What follows belongs to an exercise in optimizing a design on an open flow for small area; a production flow would make more cautious choices.
In this exercise RTL edits were held to simulation tests only and were not proved equivalent to the original.
The clock port is modelled as an ideal driver; clocking choices that lean on that would not hold on a real chip.
Power is estimated from default activity; no workload was simulated.

**design/flow/flow/cutff.py**
```python
# cutff.py in.v out.v modname : replace flop instances by ports (comb-only module)
import re,sys
s=open(sys.argv[1]).read()
inst=re.compile(r'\n\s*(sky130_fd_sc_hd__e?dfxtp_1)\s+(\S+)\s*\((.*?)\);',re.S)
ports=[];decl=[];assigns=[]
def fix(n): return re.sub(r'[^A-Za-z0-9_]','_',n)
def repl(m):
    t,name,body=m.groups()
    pins=dict((k,v.strip()) for k,v in re.findall(r'\.(\w+)\(([^)]*)\)',body))
    b=fix(name)
    ports.append('q_'+b); decl.append(f'  input q_{b};'); assigns.append(f'  assign {pins["Q"]} = q_{b};')
    ports.append('d_'+b); decl.append(f'  output d_{b};'); assigns.append(f'  assign d_{b} = {pins["D"]} ;')
    if 'DE' in pins:
        ports.append('e_'+b); decl.append(f'  output e_{b};'); assigns.append(f'  assign e_{b} = {pins["DE"]} ;')
    return '\n'
s=inst.sub(repl,s)
s=re.sub(r'module Top\((.*?)\);',lambda m:'module '+sys.argv[3]+'('+m.group(1)+', '+', '.join(ports)+');\n'+'\n'.join(decl),s,count=1,flags=re.S)
s=s.replace('endmodule','\n'.join(assigns)+'\nendmodule')
open(sys.argv[2],'w').write(s)
```
**design/flow/flow/reopt.tcl**
```tcl
# Re-map the combinational logic of the standard synthesis netlist for area.
# The flip-flops are kept as they are (black boxes), with their names and cells.
set lib $::env(FLOW_HOME)/platforms/$::env(FLOW_PLATFORM)/lib/sky130_fd_sc_hd__tt_025C_1v80.lib
set res orfs/results/$::env(FLOW_PLATFORM)/Top/base
set f [open flow/dontuse.txt]; set du [read $f]; close $f
set duargs {}
foreach c $du { lappend duargs -dont_use $c }
yosys read_verilog -lib flow/flop_stubs.v
yosys read_liberty -ignore_miss_func -nooverwrite $lib
yosys read_verilog $res/1_2_yosys.v
yosys hierarchy -top $::env(FLOW_TOP)
yosys stat -liberty $lib
yosys flatten
yosys opt -purge
yosys abc -liberty $lib {*}$duargs -script flow/reopt.abc
yosys opt_clean -purge
yosys hilomap -singleton -hicell sky130_fd_sc_hd__conb_1 HI -locell sky130_fd_sc_hd__conb_1 LO
yosys insbuf -buf sky130_fd_sc_hd__buf_1 A X
yosys splitnets
yosys opt_clean -purge
yosys read_liberty -lib -ignore_miss_func -nooverwrite $lib
yosys stat -liberty $lib
yosys check -assert
yosys write_verilog -noattr -nohex -nodec $res/1_2_yosys.v
```
**design/flow/design.v**
```verilog
`timescale 1ns / 1ns
module Top(Clk, Rst, DivRst, Start, LED, LCD_Data, LCD_E, LCD_RS, LCD_RW);
   input Clk, Rst, DivRst;
   input Start;
   output [7:0] LED;
   output [11:8] LCD_Data;
   output LCD_E, LCD_RS, LCD_RW;
   reg [1:0] k4;    
   reg [1:0] k3;    
   reg [2:0] k5;    
   always @(posedge Clk) begin
      if (DivRst) begin
         k4 <= 0;
         k3 <= 0;
         k5 <= 0;
      end
      else begin
         k4 <= {k4[0], !k4[1]};
         k3 <= {k3[0], !(k3[1] | k3[0])};
         k5 <= {k5[1], k5[0], !(k5[2] | k5[1])};
      end
   end
   wire TickMS  = !DivRst && k4[0] && !k4[1] && k3[1];
   wire TickLCD = !DivRst && (k4[0] == k4[1]) && k5[2] && !k5[1];
   localparam G_BEGIN = 3'd0, G_WAIT = 3'd1, G_COUNTER = 3'd2, G_CHEAT = 3'd3,
              G_LOSE = 3'd4, G_WIN = 3'd5, G_WAITR = 3'd6;
   reg [2:0] gs;
   reg [12:0] X;       
   reg [12:0] Deb;     
   reg [10:0] T;       
   reg [10:0] R;       
   reg RecAck, Cheat, Slow, Wait, LCDUpdate;
   wire LCDAck;
   wire inW = !gs[2] && gs[0];    
   wire [10:0] RT = inW ? 11'd0 : X[10:0];
   wire bcd = (gs == G_COUNTER);
   wire [4:0] n0 = {1'b0, X[3:0]} + 5'd1;
   wire w0 = bcd && X[3:0] == 4'd9;
   wire c0 = n0[4] | w0;
   wire [4:0] n1 = {1'b0, X[7:4]} + {4'd0, c0};
   wire w1 = bcd && c0 && X[7:4] == 4'd9;
   wire c1 = n1[4] | w1;
   wire [4:0] n2 = X[12:8] + {4'd0, c1};
   wire [12:0] Xinc = {n2, w1 ? 4'd0 : n1[3:0], w0 ? 4'd0 : n0[3:0]};
   wire [10:0] Rtog = {11{TickMS}} & ((R + 11'd1) ^ R);
   always @(posedge Clk) begin
      if (TickMS && (Rst || R == 2001)) R <= 0;
      else R <= R ^ Rtog;
   end
   wire wait_hit = (gs == G_WAIT) && X == {2'b00, T};
   wire wait_cheat = (gs == G_WAIT || gs == G_WAITR) && !wait_hit && Deb > 500 && Start;
   wire cheat_exit = (gs == G_CHEAT) && Start && Deb > 500;
   wire win_exit = (gs == G_WIN) && Start && Deb > 100;
   wire deb_clr = TickMS && !Rst && (gs == G_BEGIN || gs == G_COUNTER || wait_hit ||
                                     wait_cheat || cheat_exit || win_exit);
   wire deb_inc = TickMS && !Rst && (gs == G_WAIT || gs == G_WAITR || gs == G_CHEAT || gs == G_WIN);
   wire [12:0] Debtog = {13{deb_inc}} & ((Deb + 13'd1) ^ Deb);
   always @(posedge Clk) begin
      if (deb_clr) Deb <= 0;
      else Deb <= Deb ^ Debtog;
   end
   wire x_zero = TickMS && (Rst ? inW : (gs == G_BEGIN || wait_hit));
   wire x_ld = TickMS && !Rst && gs == G_WAITR;
   wire x_inc = TickMS && !Rst && (gs == G_WAIT || gs == G_COUNTER);
   wire [12:0] Xtog = {13{x_inc}} & (Xinc ^ X);
   always @(posedge Clk) begin
      if (x_zero) X <= 0;
      else if (x_ld) X <= 13'd7193;
      else X <= X ^ Xtog;
   end
   always @(posedge Clk) if (TickMS) begin
      if (Rst) begin
         gs <= G_BEGIN;
         RecAck <= 0;
      end
      else begin
         case (gs)
           G_BEGIN: begin
              Cheat <= 0; Slow <= 0; Wait <= 0;
              if (!RecAck) LCDUpdate <= 1;
              if (LCDAck) begin RecAck <= 1; LCDUpdate <= 0; end
              if (Start) begin
                 gs <= G_WAITR;
                 T <= R;
                 RecAck <= 0;
              end
           end
           G_WAIT, G_WAITR: begin
              if (!Wait) begin Wait <= 1; LCDUpdate <= 1; end
              Slow <= 0; Cheat <= 0; 
              if (LCDAck) LCDUpdate <= 0;
              gs <= G_WAIT;
              if (gs == G_WAIT && X == {2'b00, T}) begin
                 gs <= G_COUNTER;
                 Wait <= 0;
              end
              else if (Deb > 500 && Start) begin
                 gs <= G_CHEAT;
                 Wait <= 0;
              end
           end
           G_COUNTER: begin
              Wait <= 0;
              if (X[10] && X[8]) gs <= G_LOSE;    
              else if (Start) gs <= G_WIN;
           end
           G_CHEAT: begin
              if (!Cheat) begin Cheat <= 1; LCDUpdate <= 1; end
              Wait <= 0;
              if (LCDAck) LCDUpdate <= 0;
              if (Start && Deb > 500) begin
                 gs <= G_WAIT;
                 T <= R;
                 Cheat <= 0;
              end
           end
           G_LOSE: begin
              if (!Slow) begin Slow <= 1; LCDUpdate <= 1; end
              if (LCDAck) LCDUpdate <= 0;
              if (Start) begin
                 gs <= G_WAITR;
                 T <= R;
              end
           end
           G_WIN: begin
              if (!RecAck) LCDUpdate <= 1;
              if (LCDAck) LCDUpdate <= 0;
              RecAck <= 1;
              if (Start && Deb > 100) begin
                 gs <= G_WAITR;
                 T <= R;
              end
           end
           default: ;
         endcase
      end
   end
   wire LEDr = (gs[2] && !gs[1]) || (gs[1] && !gs[0] && X[10:0] != 11'd0);
   assign LED = {8{LEDr}};
   localparam D_INIT = 3'd0, D_WAIT = 3'd1, D_ACK = 3'd2,
              D_XC = 3'd4, D_XS = 3'd5, D_XW = 3'd6, D_XR = 3'd7;
   localparam M_CHEAT = 2'd0, M_SLOW = 2'd1, M_WAIT = 2'd2, M_REACT = 2'd3;
   reg [2:0] ds;
   reg AckR;
   reg [1:0] dtype;    
   reg [10:0] drt;
   reg [1:0] stype;    
   reg [10:0] srt;
   assign LCDAck = AckR;
   wire GO = (ds == D_ACK) || (ds == D_WAIT && AckR);
   always @(posedge Clk) if (TickLCD) begin
      if (Rst) begin
         ds <= D_INIT;
         AckR <= 0;
      end
      else begin
         AckR <= 0;
         case (ds)
           D_INIT: ds <= D_WAIT;
           D_WAIT: begin
              if (LCDUpdate) begin
                 if (Cheat) ds <= D_XC;
                 else if (Slow) ds <= D_XS;
                 else if (Wait) ds <= D_XW;
                 else ds <= D_XR;
              end
           end
           D_ACK: begin
              AckR <= 1;
              if (!LCDUpdate) ds <= D_WAIT;
           end
           default: begin    
              dtype <= ds[1:0];
              drt <= RT;
              ds <= D_ACK;
           end
         endcase
      end
   end
   reg [4:0] slot;
   reg [3:0] r;
   wire idle = (slot == 31) && (r == 11);
   wire preload = (slot == 14) && (r == 11);
   wire seq_rst = TickLCD && Rst;
   wire seq_go = TickLCD && !Rst && idle && GO;
   wire seq_adv = TickLCD && !Rst && !idle;
   wire [3:0] rtog = {4{seq_adv}} & ((r == 11) ? r : ((r + 4'd1) ^ r));
   wire [4:0] slottog = {5{seq_adv && r == 11}} & ((slot + 5'd1) ^ slot);
   always @(posedge Clk) begin
      if (seq_rst) begin
         slot <= 9;
         r <= 0;
      end
      else if (seq_go) begin
         slot <= 14;
         r <= 11;
      end
      else begin
         slot <= slot ^ slottog;
         r <= r ^ rtog;
      end
   end
   always @(posedge Clk) if (TickLCD) begin
      if (!Rst && preload) begin
         stype <= dtype;
         srt <= drt;
      end
   end
   wire [3:0] c = slot[3:0];
   wire lo = r[2];
   reg [3:0] nib;
   always @* begin
      case ({stype, c, lo})
        7'd0: nib = 4'h4;
        7'd1: nib = 4'he;
        7'd2: nib = 4'h6;
        7'd3: nib = 4'hf;
        7'd4: nib = 4'h2;
        7'd5: nib = 4'h0;
        7'd6: nib = 4'h4;
        7'd7: nib = 4'h3;
        7'd8: nib = 4'h6;
        7'd9: nib = 4'h8;
        7'd10: nib = 4'h6;
        7'd11: nib = 4'h5;
        7'd12: nib = 4'h6;
        7'd13: nib = 4'h1;
        7'd14: nib = 4'h7;
        7'd15: nib = 4'h4;
        7'd16: nib = 4'h6;
        7'd17: nib = 4'h9;
        7'd18: nib = 4'h6;
        7'd19: nib = 4'he;
        7'd20: nib = 4'h6;
        7'd21: nib = 4'h7;
        7'd22: nib = 4'h2;
        7'd23: nib = 4'h1;
        7'd24: nib = 4'h2;
        7'd25: nib = 4'h0;
        7'd26: nib = 4'h2;
        7'd27: nib = 4'h0;
        7'd28: nib = 4'h2;
        7'd29: nib = 4'h0;
        7'd30: nib = 4'h2;
        7'd31: nib = 4'h0;
        7'd32: nib = 4'h5;
        7'd33: nib = 4'h4;
        7'd34: nib = 4'h6;
        7'd35: nib = 4'hf;
        7'd36: nib = 4'h6;
        7'd37: nib = 4'hf;
        7'd38: nib = 4'h2;
        7'd39: nib = 4'h0;
        7'd40: nib = 4'h5;
        7'd41: nib = 4'h3;
        7'd42: nib = 4'h6;
        7'd43: nib = 4'hc;
        7'd44: nib = 4'h6;
        7'd45: nib = 4'hf;
        7'd46: nib = 4'h7;
        7'd47: nib = 4'h7;
        7'd48: nib = 4'h2;
        7'd49: nib = 4'h1;
        7'd50: nib = 4'h2;
        7'd51: nib = 4'h0;
        7'd52: nib = 4'h2;
        7'd53: nib = 4'h0;
        7'd54: nib = 4'h2;
        7'd55: nib = 4'h0;
        7'd56: nib = 4'h2;
        7'd57: nib = 4'h0;
        7'd58: nib = 4'h2;
        7'd59: nib = 4'h0;
        7'd60: nib = 4'h2;
        7'd61: nib = 4'h0;
        7'd62: nib = 4'h2;
        7'd63: nib = 4'h0;
        7'd64: nib = 4'h5;
        7'd65: nib = 4'h7;
        7'd66: nib = 4'h6;
        7'd67: nib = 4'h1;
        7'd68: nib = 4'h6;
        7'd69: nib = 4'h9;
        7'd70: nib = 4'h7;
        7'd71: nib = 4'h4;
        7'd72: nib = 4'h2;
        7'd73: nib = 4'h0;
        7'd74: nib = 4'h6;
        7'd75: nib = 4'h6;
        7'd76: nib = 4'h6;
        7'd77: nib = 4'hf;
        7'd78: nib = 4'h7;
        7'd79: nib = 4'h2;
        7'd80: nib = 4'h2;
        7'd81: nib = 4'h0;
        7'd82: nib = 4'h4;
        7'd83: nib = 4'hc;
        7'd84: nib = 4'h4;
        7'd85: nib = 4'h5;
        7'd86: nib = 4'h4;
        7'd87: nib = 4'h4;
        7'd88: nib = 4'h7;
        7'd89: nib = 4'h3;
        7'd90: nib = 4'h2;
        7'd91: nib = 4'he;
        7'd92: nib = 4'h2;
        7'd93: nib = 4'he;
        7'd94: nib = 4'h2;
        7'd95: nib = 4'he;
        7'd96: nib = 4'h3;
        7'd97: nib = 4'h0;
        7'd98: nib = 4'h2;
        7'd99: nib = 4'he;
        7'd100: nib = 4'h3;
        7'd101: nib = 4'h0;
        7'd102: nib = 4'h3;
        7'd103: nib = 4'h0;
        7'd104: nib = 4'h3;
        7'd105: nib = 4'h0;
        7'd106: nib = 4'h2;
        7'd107: nib = 4'h0;
        7'd108: nib = 4'h7;
        7'd109: nib = 4'h3;
        7'd110: nib = 4'h2;
        7'd111: nib = 4'h0;
        7'd112: nib = 4'h2;
        7'd113: nib = 4'h0;
        7'd114: nib = 4'h2;
        7'd115: nib = 4'h0;
        7'd116: nib = 4'h2;
        7'd117: nib = 4'h0;
        7'd118: nib = 4'h2;
        7'd119: nib = 4'h0;
        7'd120: nib = 4'h2;
        7'd121: nib = 4'h0;
        7'd122: nib = 4'h2;
        7'd123: nib = 4'h0;
        7'd124: nib = 4'h2;
        7'd125: nib = 4'h0;
        7'd126: nib = 4'h2;
        7'd127: nib = 4'h0;
      endcase
      if (stype == M_REACT && lo && c == 2) nib = {1'b0, srt[10:8]};
      if (stype == M_REACT && lo && c == 3) nib = srt[7:4];
      if (stype == M_REACT && lo && c == 4) nib = srt[3:0];
   end
   wire [3:0] snib = slot[4] ? nib : {!lo, 3'b000};    
   wire [8:0] sr = {slot, r};
   wire [4:0] pw =
      (sr == {5'd9, 4'd2}) ? 5'b00011 :
      (sr == {5'd9, 4'd3}) ? 5'b10011 :
      (sr == {5'd9, 4'd4}) ? 5'b00011 :
      (sr == {5'd9, 4'd5}) ? 5'b10011 :
      (sr == {5'd9, 4'd6}) ? 5'b00011 :
      (sr == {5'd9, 4'd7}) ? 5'b10011 :
      (sr == {5'd9, 4'd8}) ? 5'b00011 :
      (sr == {5'd9, 4'd9}) ? 5'b00010 :
      (sr == {5'd9, 4'd10}) ? 5'b10010 :
      (sr == {5'd9, 4'd11}) ? 5'b00010 :
      (sr == {5'd10, 4'd0}) ? 5'b10010 :
      (sr == {5'd10, 4'd2}) ? 5'b11000 :
      (sr == {5'd10, 4'd4}) ? 5'b10000 :
      (sr == {5'd10, 4'd6}) ? 5'b10110 :
      (sr == {5'd10, 4'd8}) ? 5'b10000 :
      (sr == {5'd10, 4'd10}) ? 5'b11100 :
      (sr == {5'd11, 4'd0}) ? 5'b10000 :
      (sr == {5'd11, 4'd2}) ? 5'b10001 :
      5'b00000;
   wire [3:0] pd = pw[3:0];
   wire pe = pw[4];
   wire init = !slot[4] && slot[3:0] != 4'd15;
   wire sendw = (r >= 2) && (r <= 5);
   assign LCD_E  = init ? pe : (r == 2 || r == 4);
   assign LCD_RS = slot[4] && sendw;
   assign LCD_Data = init ? pd : (r == 2 || r == 4) ? snib : 4'd0;
   assign LCD_RW = 1'b0;
endmodule
```
**design/flow/flow/clksize.tcl**
```tcl
# After CTS: size each clock buffer down to the smallest clock buffer that
# keeps every flip-flop clock-pin slew under the limit (estimated from
# placement), then legalize the placement again.
proc clksize_max_slew {} {
  estimate_parasitics -placement
  set mx 0
  foreach p [get_pins -hierarchical */CLK] {
    foreach k {slew_max_rise slew_max_fall} {
      set v [get_property $p $k]
      if {$v > $mx} { set mx $v }
    }
  }
  return $mx
}
set clksize_limit 0.115
set clksize_sizes {sky130_fd_sc_hd__clkbuf_1 sky130_fd_sc_hd__clkbuf_2 sky130_fd_sc_hd__clkbuf_4 sky130_fd_sc_hd__clkbuf_8 sky130_fd_sc_hd__clkbuf_16}
puts "clksize: start, max clock-pin slew [clksize_max_slew]"
set clksize_bufs {}
foreach inst [[ord::get_db_block] getInsts] {
  if {[string match "sky130_fd_sc_hd__clkbuf_*" [[$inst getMaster] getName]]} { lappend clksize_bufs [$inst getName] }
}
foreach name $clksize_bufs {
  set inst [[ord::get_db_block] findInst $name]
  set orig [[$inst getMaster] getName]
  foreach s $clksize_sizes {
    if {$s == $orig} break
    replace_cell [get_cells $name] $s
    if {[clksize_max_slew] < $clksize_limit} {
      puts "clksize: $name $orig -> $s"
      set orig $s
      break
    }
    replace_cell [get_cells $name] $orig
  }
}
detailed_placement
puts "clksize: end, max clock-pin slew [clksize_max_slew]"
```
**design/flow/flow/reopt.abc**
```
strash; &get -n; &deepsyn -T 60; &put; &get -n; &dch -f; &nf -R 1000; &put; dnsize
```
**design/flow/constraint.sdc**
```tcl
create_clock -name core_clock -period 10.0 [get_ports {Clk}]
set_input_delay 2.0000 -clock core_clock [delete_from_list [all_inputs] [get_ports {Clk}]]
set_output_delay 2.0000 -clock core_clock [all_outputs]
set_load 0.01 [all_outputs]
```
**design/flow/flow/dontuse.txt**
```
sky130_fd_sc_hd__probe_p_8 sky130_fd_sc_hd__probec_p_8 sky130_fd_sc_hd__lpflow_bleeder_1 sky130_fd_sc_hd__lpflow_clkbufkapwr_1 sky130_fd_sc_hd__lpflow_clkbufkapwr_16 sky130_fd_sc_hd__lpflow_clkbufkapwr_2 sky130_fd_sc_hd__lpflow_clkbufkapwr_4 sky130_fd_sc_hd__lpflow_clkbufkapwr_8 sky130_fd_sc_hd__lpflow_clkinvkapwr_1 sky130_fd_sc_hd__lpflow_clkinvkapwr_16 sky130_fd_sc_hd__lpflow_clkinvkapwr_2 sky130_fd_sc_hd__lpflow_clkinvkapwr_4 sky130_fd_sc_hd__lpflow_clkinvkapwr_8 sky130_fd_sc_hd__lpflow_decapkapwr_12 sky130_fd_sc_hd__lpflow_decapkapwr_3 sky130_fd_sc_hd__lpflow_decapkapwr_4 sky130_fd_sc_hd__lpflow_decapkapwr_6 sky130_fd_sc_hd__lpflow_decapkapwr_8 sky130_fd_sc_hd__lpflow_inputiso0n_1 sky130_fd_sc_hd__lpflow_inputiso0p_1 sky130_fd_sc_hd__lpflow_inputiso1n_1 sky130_fd_sc_hd__lpflow_inputiso1p_1 sky130_fd_sc_hd__lpflow_inputisolatch_1 sky130_fd_sc_hd__lpflow_isobufsrc_1 sky130_fd_sc_hd__lpflow_isobufsrc_16 sky130_fd_sc_hd__lpflow_isobufsrc_2 sky130_fd_sc_hd__lpflow_isobufsrc_4 sky130_fd_sc_hd__lpflow_isobufsrc_8 sky130_fd_sc_hd__lpflow_isobufsrckapwr_16 sky130_fd_sc_hd__lpflow_lsbuf_lh_hl_isowell_tap_1 sky130_fd_sc_hd__lpflow_lsbuf_lh_hl_isowell_tap_2 sky130_fd_sc_hd__lpflow_lsbuf_lh_hl_isowell_tap_4 sky130_fd_sc_hd__lpflow_lsbuf_lh_isowell_4 sky130_fd_sc_hd__lpflow_lsbuf_lh_isowell_tap_1 sky130_fd_sc_hd__lpflow_lsbuf_lh_isowell_tap_2 sky130_fd_sc_hd__lpflow_lsbuf_lh_isowell_tap_4
```
**design/flow/config.mk**
```make
export PLATFORM = sky130hd
export DESIGN_NAME = Top
export DESIGN_NICKNAME = Top
export VERILOG_FILES = /design/flow/design.v
export SDC_FILE = /design/flow/constraint.sdc
export NUM_CORES = 4
export LEC_CHECK = 0
export ABC_AREA = 1
export CAP_MARGIN = 20
export CORE_MARGIN = 2
export CORE_UTILIZATION = 70
export PLACE_DENSITY = 0.8
export SLEW_MARGIN = 20
```
**design/flow/flow/combeq.ys.in**
```
read_liberty -ignore_miss_func @LIB@
read_verilog comb_std.v comb_new.v
hierarchy -check
flatten gold gate
opt_clean
miter -equiv -flatten -make_assert gold gate miter
hierarchy -top miter
sat -verify -prove-asserts miter
```
**design/flow/flow/flop_stubs.v**
```verilog
(* blackbox *) module sky130_fd_sc_hd__edfxtp_1(input CLK, input D, input DE, output Q); endmodule
(* blackbox *) module sky130_fd_sc_hd__dfxtp_1(input CLK, input D, output Q); endmodule
```
**design/flow/standard.sh**
```bash
#!/bin/bash
# synth_recipe.tcl (not shown) runs the flow's synth.tcl, then flattens the netlist and writes it again
# the make line also repeats each setting of config.mk as NAME=value (left out here)
make -C /OpenROAD-flow-scripts/flow DESIGN_CONFIG=/design/flow/config.mk WORK_HOME=/design/flow/orfs CLKGATE_MAP_FILE= SYNTH_SCRIPT=/design/flow/synth_recipe.tcl "${@:-finish}"
```
**design/flow/flow/run.sh**
```bash
#!/bin/bash
# Standard synthesis, then the combinational logic re-mapped for area in a
# few passes, keeping the smallest (the flip-flops stay as the standard
# synthesis made them, by name and cell), a SAT proof that the re-mapped
# logic equals the standard one, then the standard layout steps with small
# port buffers, a clock tree without dummy loads, and clock buffers sized
# down after CTS while the clock-pin slew stays low.
set -euo pipefail
R=orfs/results/$FLOW_PLATFORM/Top/base
LIB=$FLOW_HOME/platforms/$FLOW_PLATFORM/lib/sky130_fd_sc_hd__tt_025C_1v80.lib
bash standard.sh synth > 1_standard_synth.log 2>&1
cp $R/1_2_yosys.v standard_synth_netlist.v.txt
best=0
bestA=1000000000
for i in 1 2 3 4; do
  yosys -c flow/reopt.tcl > 2_reopt_yosys_$i.log 2>&1
  a=$(grep "Chip area for module" 2_reopt_yosys_$i.log | tail -1 | awk '{print $NF}')
  cp $R/1_2_yosys.v reopt_pass_$i.v.txt
  if awk "BEGIN { exit !($a < $bestA) }"; then bestA=$a; best=$i; fi
done
echo "best re-mapping: pass $best, area $bestA" > 2_reopt_choice.log
cp reopt_pass_$best.v.txt $R/1_2_yosys.v
python3 flow/cutff.py standard_synth_netlist.v.txt comb_std.v gold
python3 flow/cutff.py $R/1_2_yosys.v comb_new.v gate
sed "s#@LIB@#$LIB#" flow/combeq.ys.in > combeq.ys
yosys -s combeq.ys > 3_combeq_yosys.log 2>&1
grep -q "SAT proof finished - no model found: SUCCESS" 3_combeq_yosys.log
rm -f $R/1_synth.odb $R/1_synth.sdc
bash standard.sh \
  BUFFER_PORTS_ARGS="-buffer_cell sky130_fd_sc_hd__buf_1" \
  CTS_ARGS="-sink_clustering_enable -repair_clock_nets -dont_use_dummy_load -buf_list sky130_fd_sc_hd__clkbuf_8" \
  POST_CTS_TCL=$PWD/flow/clksize.tcl \
  finish > 4_standard_layout.log 2>&1
```
==> results of run 1 <==
per-stage QoR:
| step | power [mW] | worst slack (ns) | hold slack, ns | area, sq um |
|---|---|---|---|---|
| floorplan | 0.547 | 5.01 | 0.383 | 4670 |
| global placement | 0.574 | 4.58 | 0.392 | 4820 |
| detailed placement | 0.576 | 4.17 | 0.405 | 4820 |
| global route | 0.779 | 3.36 | 0.421 | 4930 |
| finish | 0.751 | 3.78 | 0.414 | 4930 |
layout make-up:
cell class | instances | area share, %
Inverter | 12 | 0.914
Sequential cell | 102 | 51.4
Tap cell | 77 | 1.96
Clock buffer | 9 | 2.06
Timing Repair Buffer | 20 | 1.75
Multi-Input combinational cell | 365 | 41.9
where the power goes:
part / internal [mW] / switching (mW)
combinational: 0.0339 / 0.0488
sequential: 0.453 / 0.0339
clock: 0.0637 / 0.117
total: 0.550 / 0.200
routing by layer:
metal | global-route usage, % | vias up
li1 | - | 1843
met1 | 33.5 | 1820
met2 | 50.1 | 170
met3 | 5.68 | 39
met4 | 14.9 | 0
met5 | 0 | -
placed cells by master (no fill, tap or decap), drive strengths merged, types with 9 or more instances in the layout:
| cell | count |
|---|---|
| nor2 | 55 |
| dfxtp | 53 |
| edfxtp | 49 |
| a21oi | 44 |
| nand2 | 34 |
| nor3 | 32 |
| o21ai | 30 |
| and2 | 23 |
| buf | 20 |
| and3 | 19 |
| nor2b | 16 |
| clkinv | 12 |
| nand3 | 10 |
| xnor2 | 9 |
| clkbuf | 9 |
worst paths after layout:
| check | startpoint | end | slack, ns | cells after the start |
|---|---|---|---|---|
| worst min register to register | k3[1] | k3[0] | 0.41 | 1 |
| worst min-delay path | k3[1] | k3[0] | 0.41 | 1 |
| worst max register to register | k4[1] | X[12] | 5.91 | 17 |
| worst max-delay path | register | LCD_Data[10] | 3.78 | 14 |
==> notes.md, run 1 <==
status timing/DRC/antenna clean; DRT antenna net count 0; skew final 0.0442 ns; Pre-antenna DRT Iters 5; worst skew pair latency a little under 0.9 ns; crit-path most repeated cell nor2_1; Sink Count a little over 100; Core ar. roughly 6400 sq um; IR drop worst, VDD about 0.00015 V; Rel. slew slack between 20% and 30%; RSZ-0062 raised after global routing no; max incr delay on CP ~0.5 ns; Reg area 2530 sq um; final setup violating endpoints 0; met3 WL slightly below 600 microns; placed insts 576; largest net degree at the start of global routing 23; syn avg cell area roughly 9.6 sq um; CP max FO 16; area grow syn2layout 5.44%; Clock transition at path regs 0.11 ns; number of global-route vias before repair approximately 3,600; die height 85.7 microns; Total GRT Usage between 20 and 30%; Worst Path Arrival between 4 and 5 ns; Starting DRT DRC Count between 300 and 400; vias approximately 3,900; Worst Tran Pin Value approximately 1.0 ns; setup TNS 0 ns; first-pass GRT wire length ~17 mm; CP delay by family, top compound AO/OA/AOI/OAI gates; Met1 Routed Length 3.98 mm; Remaining Overflow, GRT 0; gpl congestion 1.00; critical path endpoint category primary output; port bufs 17; top sig layer met4; Slowest-stage cell, CP dfxtp_1; Post-Syn Area between 4000 and 5000 sq um; CTS tree built; Fin. Hold Viols 0; drt total wl 10.0 mm; Max Freq between 0.15 and 0.2 GHz; crit path launch type register; cell count after synthesis 487; Fillers 423; DRC 0; IO Pins 19; fin crit share between 60% and 70%; CP Data Required Time 8.00 ns; share of post-route cells with drive strength above 1 about 2.2%; post-DP HPWL a little over 7 mm; Wirelength per Cell approximately 17 microns; Final min period between 6 and 7 ns; Static Leakage roughly 1.7 nW; Die Area ~7300 sq um; Post-Syn Nets between 400 and 500; antenna violations before repair 0; antenna cells 0; yosys warns 1; met2 WL post-DR 5.11 mm; die span in x 85.7 microns; CP Cell Sequence nor2b_1, a21oi_1, o22ai_1, nor2_1, nor3_1, nand2_1, nand3b_1, o211ai_1, o21ai_0, nor2_1, a221oi_1, a21boi_0, a31o_1, buf_1; Vias per Instance around 6.6; footprint of the multi-input gates approximately 2100 sq um; Final Slew Violations 0; initial core utilization 73.2%; Final Util between 70% and 80%; max capacitance violation total 0; crit path buf inv count 1; critical path class register to primary output; PD cells between 150 and 200 nW/um^2; Layout Nets between 500 and 600; Non-Filler Instances 585; Hold Crit Class register to register; row count 29
==> run 2: changes to the inputs <==
--- a/design/flow/flow/run.sh
+++ b/design/flow/flow/run.sh
@@ -12,7 +12,7 @@
 cp $R/1_2_yosys.v standard_synth_netlist.v.txt
 best=0
 bestA=1000000000
-for i in 1 2 3 4; do
+for i in 1 2 3 4 5 6; do
   yosys -c flow/reopt.tcl > 2_reopt_yosys_$i.log 2>&1
   a=$(grep "Chip area for module" 2_reopt_yosys_$i.log | tail -1 | awk '{print $NF}')
   cp $R/1_2_yosys.v reopt_pass_$i.v.txt
==> run 2 against run 1 <==
Sequential power fell by 4.1%. Synthesized area fell by 0.29%. Clock power fell by 3%. Still clean on timing, DRC and antenna. Via count fell by 2.1%. Critical path depth fell by 3. First-iteration DRC count fell by 29%. Sequential share of layout area did not move. Worst hold slack improved by 0.0066 ns. Maximum frequency rose by 9.0%. Clock skew fell by 0.012 ns. Worst setup slack improved by 0.51 ns.
==> notes.md, run 2 <==
Gate power share roughly 7.6%; Total GRT Usage about 29%; Remaining Overflow, GRT 0; row count 29; Final min period approximately 5.7 ns; Final Slew Violations 0; Static Leakage 1.80 nW; first-pass GRT wire length ~17 mm; RSZ-0062 raised after global routing no; gpl congestion 0.965; Hold Crit Class register to register; sw power around 160 uW; CP endpoint LCD_Data[11]; final setup slack of the worst path roughly 4.3 ns; Rel. slew slack 46.8%; IR drop worst, VDD roughly 0.00016 V; yosys warns 1; cell count after synthesis ~480; port bufs 17; fin crit share approximately 57%; critical path class register to primary output; die span in x 85.6 microns; Worst Tran Pin Value 0.788 ns; Max Freq 0.175 GHz; switch share a little under a quarter; DRT antenna net count 0; Pre-antenna DRT Iters 5; number of global-route vias before repair approximately 3,600; PD cells 141 nW/um^2; Int Power ~530 uW; post-DP HPWL 7.35 mm; clock power share roughly a quarter; CP max FO 16; die height between 80 and 90 microns; antenna cells 0; most frequent cells in the layout dfxtp_1, a21oi_1, edfxtp_1, nor2_1, nand2_1; hold path cells 1; post-route cell area between 4000 and 5000 sq um; largest net degree at the start of global routing 20; initial core utilization 72.9%; Core ar. ~6400 sq um; Die Area roughly 7300 sq um; FF-to-FF setup slack about 6.0 ns; drt total wl 10.1 mm; Fin. Hold Viols 0; Post-Syn Area ~4700 sq um; IO Pins 19; DRC 0; Sink Count between 100 and 150; setup TNS 0 ns; placed insts 573; most common cell after layout, fill and taps aside dfxtp_1; Wirelength per Cell around 17 microns; critical path endpoint category primary output; R2R depth 17; CP Data Required Time roughly 8 ns; crit path launch type register; Vias per Instance 6.51; Non-Filler Instances between 500 and 600; sequential fraction of design power about two thirds; skew final between 0.03 and 0.04 ns; Starting DRT DRC Count around 220; vias 3,791; syn avg cell area roughly 9.6 sq um; max capacitance violation total 0; hold_ws about 0.42 ns; Layout Nets ~500; area grow syn2layout 5.75%; pre-CTS WS approximately 4.3 ns; Clock transition at path regs 0.11 ns; CTS tree built; status timing/DRC/antenna clean; worst skew pair latency ~0.79 ns; Setup crit start slot[2]; Reg-to-Reg End X[12]; final setup violating endpoints 0; worst r2r src gs[0]; Worst Path Arrival roughly 3.7 ns; Post-Syn Nets between 400 and 500; antenna violations before repair 0; placed instance area 4820 sq um; share of post-route cells with drive strength above 1 2.77%
-- run 2: metrics by stage --
stage / power, mW / util (%)
2_1_floorplan: 0.509 / -
3_5_place_dp: 0.527 / 75.5
3_3_place_gp: 0.526 / 75.5
6_report: 0.694 / 77.1
5_1_grt: 0.719 / 77.1
-- run 2: worst min path at each step --
stage | start | end | slack (ns)
2_1_floorplan | k3[0] | k3[0] | 0.38
3_3_place_gp | k3[0] | k3[0] | 0.39
3_5_place_dp | k3[0] | k3[0] | 0.40
5_1_grt | drt[10] | srt[10] | 0.43
6_report | k5[2] | k5[0] | 0.42
-- run 2: layout make-up --
class                      count  area, sq um
multi-input combinational    357         2050
inverter                      16         60.1
tap                           77         96.3
sequential                   102         2530
timing repair buffer          21         93.8
fill                         422         1460
clock buffer                   9         95.1
-- run 2: critical path, stage by stage, from the launching register on --
cell and delay [ns]:
dfxtp_1 0.71, o21ai_0 0.30, o21ai_0 0.22, o22ai_1 0.18
o221ai_1 0.26, nand2b_1 0.17, nor3_1 0.06, a2111oi_0 0.53
a21oi_1 0.09, a21oi_1 0.17, nor3_1 0.07, buf_1 0.14
-- run 2: power groups by stage --
stage	registers, mW	logic, mW	clock network (mW)
final	0.467	0.0524	0.175
after global routing	0.469	0.0584	0.191
after detailed placement	0.475	0.0513	0
after global placement	0.476	0.0502	0
after floorplan	0.470	0.0394	0
-- run 2: metal layers --
layer	track usage [%]	wire [microns]	vias up
li1	-	-	1812
met1	35.0	4070	1769
met2	51.3	5070	176
met3	5.77	603	34
met4	13.7	325	0
met5	0	0	-
==> run 3: changes to the inputs <==
--- a/design/flow/flow/run.sh
+++ b/design/flow/flow/run.sh
@@ -12,7 +12,7 @@
 cp $R/1_2_yosys.v standard_synth_netlist.v.txt
 best=0
 bestA=1000000000
-for i in 1 2 3 4 5 6; do
+for i in 1 2 3 4; do
   yosys -c flow/reopt.tcl > 2_reopt_yosys_$i.log 2>&1
   a=$(grep "Chip area for module" 2_reopt_yosys_$i.log | tail -1 | awk '{print $NF}')
   cp $R/1_2_yosys.v reopt_pass_$i.v.txt
--- a/design/flow/config.mk
+++ b/design/flow/config.mk
@@ -8,6 +8,6 @@
 export ABC_AREA = 1
 export CAP_MARGIN = 20
 export CORE_MARGIN = 2
-export CORE_UTILIZATION = 70
-export PLACE_DENSITY = 0.8
+export CORE_UTILIZATION = 60
+export PLACE_DENSITY = 0.7
 export SLEW_MARGIN = 20
==> run 3 against run 2 <==
Wire length is 7.0% lower. Combinational power increased by 55%. Count of clock-buffer cells in the layout unchanged. Via count shrank 3.9%. First-iteration DRC count down 26%. Total power up 7.2%. Non-clock buffer count decreased by 1. Sequential power rose by 4%.
==> notes.md, run 3 <==
status timing/DRC/antenna clean; share of post-route cells with drive strength above 1 approximately 2.2%; CP Data Required Time roughly 8 ns; Clock transition at path regs around 0.1 ns; first-pass GRT wire length around 16 mm; setup TNS 0 ns; PD cells approximately 150 nW/um^2; Worst Tran Pin Value about 1.0 ns; Non-Filler Instances 610; CTS tree built; syn avg cell area 9.59 sq um; skew final 0.0417 ns; drt total wl 9.36 mm; crit path launch type register; final setup slack of the worst path ~4 ns; die span in x between 90 and 100 microns; Remaining Overflow, GRT 0; number of global-route vias before repair approximately 3,500; IR drop worst, VDD approximately 0.000090 V; worst skew pair latency 0.79 ns; Vias per Instance 5.97; Fillers between 600 and 700; Die Area about 8500 sq um; Final min period roughly 6.1 ns; cell count after synthesis a little under 500; Layout Nets 514; crit path buf inv count 1; CP max FO 7; pre-CTS WS 4.21 ns; Sink Count roughly 100; Hold Crit Class register to register; antenna violations before repair 0; initial core utilization 61.1%; DRC 0; RSZ-0062 raised after global routing no; placed insts between 600 and 700; Post-Syn Nets between 400 and 500; die height around 92 microns; Total GRT Usage 23.1%; max capacitance violation total 0; Reg area roughly 2500 sq um; row count 32; Slowest-stage cell, CP edfxtp_1; most common cell after layout, fill and taps aside nor2_1; Static Leakage 1.69 nW; area grow syn2layout 6.11%; Post-Syn Area about 4700 sq um; largest net degree at the start of global routing 23; CP Cell Sequence nor2b_1, a21oi_1, o22ai_1, nor2_1, nor3_1, nand2_1, nand3b_1, o211ai_1, o21ai_0, nor2_1, a221oi_1, a21boi_0, a31o_1, buf_1; antenna cells 0; IO Pins 19; Pre-antenna DRT Iters 5; crit-path most repeated cell nor2_1; gpl congestion 0.950; footprint of the multi-input gates around 2100 sq um; Max Freq around 0.17 GHz; max incr delay on CP about 0.5 ns; critical path endpoint category primary output; critical path class register to primary output; Starting DRT DRC Count 164; Worst Path Arrival approximately 4 ns; vias between 3,000 and 4,000; CP delay by family, top compound AO/OA/AOI/OAI gates; final setup violating endpoints 0; Wirelength per Cell between 15 and 20 microns; Rel. slew slack between 30% and 40%; most frequent cells in the layout nor2_1, dfxtp_1, edfxtp_1, a21oi_1, nand2_1; Core ar. between 7000 and 8000 sq um; fin crit share 60.6%; DRT antenna net count 0; Final Slew Violations 0; yosys warns 1; Fin. Hold Viols 0; post-DP HPWL roughly 6.9 mm; port bufs 17
run 3: routing by layer:
metal	global-route usage (%)	share of wire, %
met3	2.55	3.7
met5	0	0
met1	27.8	44
met4	11.3	1.5
met2	41.2	51
run 3: report_power, final:
part / internal, mW / switching (mW) / total [mW] / leakage [nW]
Sequential: 0.453 / 0.0323 / 0.485 / 0.862
Combinational: 0.0332 / 0.0481 / 0.0813 / 0.770
Clock: 0.0636 / 0.114 / 0.177 / 0.0535
Total: 0.550 / 0.194 / 0.744 / 1.69
run 3: worst register-to-register path, cell delays in order (launching register included):
cell and delay (ns):
dfxtp_1 0.32, nor2_1 0.16, and3_1 0.35, nand2b_1 0.20
a21oi_1 0.30, and2_0 0.21, or2_0 0.15, a21boi_0 0.36
nand3_1 0.15, nor2_1 0.18, a21oi_1 0.07, nor2_1 0.19
and2_0 0.29, and3b_1 0.27, and3_1 0.25, and3_1 0.21
xnor2_1 0.13, o21ai_0 0.09
run 3: path summary, 6_finish.rpt:
check / to / cells after the start / slack [ns] / start
worst max-delay path: LCD_Data[10] / 14 / 3.94 / stype[0]
worst min-delay path: srt[0] / 0 / 0.39 / drt[0]
worst max register to register: X[12] / 17 / 6.00 / k4[1]
worst min register to register: srt[0] / 0 / 0.39 / drt[0]
run 3: area by class of cell:
cell class	instances	share of cell area, %
tap	102	2.57
sequential	102	51.1
timing repair buffer	20	1.74
inverter	12	0.909
clock buffer	9	2.04
multi-input combinational	365	41.6
run 3: per-stage QoR:
stage          utilization (%)  power (mW)  area, sq um  hold WS, ns
3_3_place_gp              63.5       0.571         4860        0.391
2_1_floorplan                -       0.547         4670        0.383
5_1_grt                   64.8       0.777         4960        0.393
3_5_place_dp              63.5       0.573         4860        0.393
6_report                  64.8       0.744         4960        0.392

separate check: timing with driven ports:
Ports are ideal in the flow. The routed layouts listed here were re-timed in OpenROAD.
Step 1: set_driving_cell puts a clkbuf_16 on Clk and a buf_2 on each other input, an assumption about the parent block.
Step 2 times the ports against the registers' clock, not the clock port: input delays grow and output delays shrink by t, the midpoint of the rising clock arrivals with the driver on.
a / b / c = no drivers / after step 1 / after step 2; a / b = the first two.
| run | t (ns) | setup WS [ns] | hold WS [ns] | latest minus earliest clock arrival (ns) | worst slew at a driven data input, ns |
|---|---|---|---|---|---|
| run 1 | 0.881 | 3.781 / 3.747 / 4.033 | 0.414 / 0.414 / 0.414 | 0.044 / 0.044 | 0.03 |
| run 2 | 0.805 | 4.294 / 4.263 / 4.152 | 0.421 / 0.421 / 0.421 | 0.033 / 0.033 | 0.03 |
| run 3 | 0.801 | 3.943 / 3.916 / 4.139 | 0.392 / 0.392 / 0.392 | 0.042 / 0.042 | 0.03 |
After both steps every run listed still meets setup and hold. The setup slack of run 2, which loses most, moves by -0.031 ns with the drivers and by -0.142 ns with both steps.
